Context: an optimization exercise on an open-source flow, tuned for small area and a short achievable clock period. The choices shown serve that exercise and are no tape-out recipe. In this exercise RTL edits were held to simulation tests only and were not proved equivalent to the original. Power and IR drop assume default switching activity.

==> lagoon <==
## systolic_array_4x4
module systolic_array_4x4 #(
  parameter DATA_W = 8,
  parameter ACC_W  = 16,
  parameter N      = 4
)(
  input  logic                   clk,
  input  logic                   rst_n,
  input  logic [N*DATA_W-1:0]    a_in,     
  input  logic [N*DATA_W-1:0]    w_in,     
  output logic [N*N*ACC_W-1:0]   result    
);
export LEC_CHECK = 0
export CAP_MARGIN = 20
export CORE_MARGIN = 2
export CORE_UTILIZATION = 40
export SETUP_SLACK_MARGIN = 1.9
export SLEW_MARGIN = 20
export SYNTH_HIERARCHICAL = 1
create_clock -name core_clock -period 5.2 [get_ports {clk}]
standard.sh (not shown) runs the stock make flow with config.mk's settings and CLKGATE_MAP_FILE= SYNTH_SCRIPT=/design/flow/synth_recipe.tcl, a recipe that flattens the netlist after the stock synthesis.
==> flow/flow/run.sh <==
#!/bin/bash
# Layout flow: the standard ORFS flow (standard.sh) with two settings
# passed to make:
#  - the port buffers that global placement inserts are the small
#    sky130_fd_sc_hd__buf_1 (every input and output port still gets its own
#    buffer; timing repair may resize it);
#  - ABC maps with a 1 fF load per output (ABC_LOAD_IN_FF) instead of 5 fF, so
#    the design's single-gate modules map to minimum-size cells; placement
#    and timing repair size up what needs it.
# The make output goes to standard_flow.log; ORFS keeps each step's log under
# orfs/logs.
set -euo pipefail
bash standard.sh "BUFFER_PORTS_ARGS=-buffer_cell sky130_fd_sc_hd__buf_1" \
  ABC_LOAD_IN_FF=1 finish > standard_flow.log 2>&1
==> delta: changes against lagoon <==
CELL_PAD_IN_SITES_DETAIL_PLACEMENT = 1   (was default)
CELL_PAD_IN_SITES_GLOBAL_PLACEMENT = 1   (was default)
CTS_BUF_LIST = sky130_fd_sc_hd__clkbuf_8   (was default)
SETUP_SLACK_MARGIN = default   (was 1.9)
==> notes <==
Via count: lagoon is smaller than delta (about 0.5%). Count of clock-buffer cells in the layout: lagoon is lower than delta (34). Of delta and lagoon, delta has the higher clock skew (gap 22 ps). Against delta, the non-clock buffer count of lagoon is higher by 32. Against delta, the sequential power of lagoon is larger by about 2%. In flip-flop and latch count, delta and lagoon do not differ. Synthesized cell count is the same in lagoon and delta. Against lagoon, the critical path depth of delta is higher by 5. Between lagoon and delta, the lower final cell count is in lagoon (gap about 0.6%, measured against delta).
==> figures <==
| item | lagoon | delta |
|---|---|---|
| # clk buffers | 77 | 111 |
| First-pass GRT wire length | 204200 microns | 225200 microns |
| Critical Path End | result[223] | ROW[0].COL[1].u_pe.acc[9] |
| Comb. pwr | 22.8 mW | 22.2 mW |
| Highest fanout seen on the critical path | 3 | 18 |
| Met2 wire length | 58180 microns | 67190 microns |
| Crit path DAT | 2300 ps | 4450 ps |
| Run status | timing/DRC/antenna clean | timing/DRC/antenna clean |
| Routed len/inst | 24.33 microns | 25.72 microns |
| Total chip power | 33.86 mW | 33.07 mW |
| Setup WS pre-CTS | 1587 ps | 1451 ps |
| Topmost layer with routed signal wires | met5 | met4 |
| Final cell count without fillers | 5659 | 5695 |
| Library cell contributing the largest single delay on the critical path | sky130_fd_sc_hd__dfrtp_2 | sky130_fd_sc_hd__dfrtp_1 |
| Met3 track demand over resource in global routing | 8.344% | 6.020% |
| Number of resized instances in the post-cts repair step | 98 | 0 |
| Proportion of total power due to net switching | 48.21% | 49.55% |
| Cell internal power dissipation | 17.54 mW | 16.68 mW |
| Fill cell count | 9232 | 11311 |
| Non-clk buf share | 5.950% | 4.973% |

========
==> v10: inputs <==
systolic_array_4x4 again, from the RTL that the note above started with.
clock: 5.2 ns
lec_check: 0
cap_margin: 20
core_margin: 2
core_utilization: 40
setup_slack_margin: 1.5
slew_margin: 20
synth_hierarchical: 1
Scripts as last shown in full above: flow/flow/run.sh
==> v20 (differences from v10) <==
--- a/flow/config.mk
+++ b/flow/config.mk
@@ -9,5 +9,5 @@
 export CORE_MARGIN = 2
 export CORE_UTILIZATION = 40
-export SETUP_SLACK_MARGIN = 1.5
+export SETUP_SLACK_MARGIN = 1.7
 export SLEW_MARGIN = 20
 export SYNTH_HIERARCHICAL = 1
==> summary.md <==
| Metric | Value |
|---|---|
| Most frequent cells in the layout | `448 x a222oi_1, 436 x fa_1, 416 x inv_1, 399 x dfrtp_1, 378 x xor2_1` |
| Outcome | `timing/DRC/antenna clean` |
| 1st-pass router iterations | `14` |
| WL final | `133000 microns` |
| Fill count | `9370` |
| Worst Tran Pin Value | `1.17 ns` |
| Share of cells above drive strength 1 | `0.0576` |
| Comb. pwr | `21800 uW` |
| Fraction of area in registers | `0.237` |
[end of results for v10]
==> summary.md <==
| Metric | Value |
|---|---|
| Most frequent cells in the layout | `448 x a222oi_1, 436 x fa_1, 416 x inv_1, 377 x xor2_1, 371 x dfrtp_1` |
| Fill count | `9360` |
| Outcome | `timing/DRC/antenna clean` |
| Worst Tran Pin Value | `1.13 ns` |
| WHS Path Cells | `1` |
| WL final | `133000 microns` |
| 1st-pass router iterations | `17` |
| Share of cells above drive strength 1 | `0.0654` |
| Worst Setup End Kind | `output pin` |
[end of results for v20]

-- static timing again, ports no longer ideal --
Ports are ideal in the flow. The routed layouts listed here were re-timed in OpenROAD.
Step 1 sets driving cells, clkbuf_16 on the clock port and buf_2 on the other inputs (assumed; they add their load-dependent delay and slew).
Step 2, shift: input delay + t, output delay - t, t = (earliest + latest rising clock arrival at the registers) / 2. This alone moves slack from input paths to output paths.
Slacks: no drivers / after step 1 / after step 2; pairs: no drivers / after step 1.
| run | shift t [ns] | setup WS [ns] | hold slack, ns |
|---|---|---|---|
| lagoon | 0.697 | 1.856 / 1.787 / 1.985 | 0.541 / 0.494 / 0.553 |
| delta | 0.789 | 1.412 / 1.412 / 1.412 | 0.308 / 0.272 / 0.556 |
| v10 | 0.694 | 1.620 / 1.620 / 1.620 | 0.546 / 0.498 / 0.553 |
| v20 | 0.693 | 1.784 / 1.716 / 1.829 | 0.546 / 0.498 / 0.553 |
After both steps setup and hold are still met in every run listed.
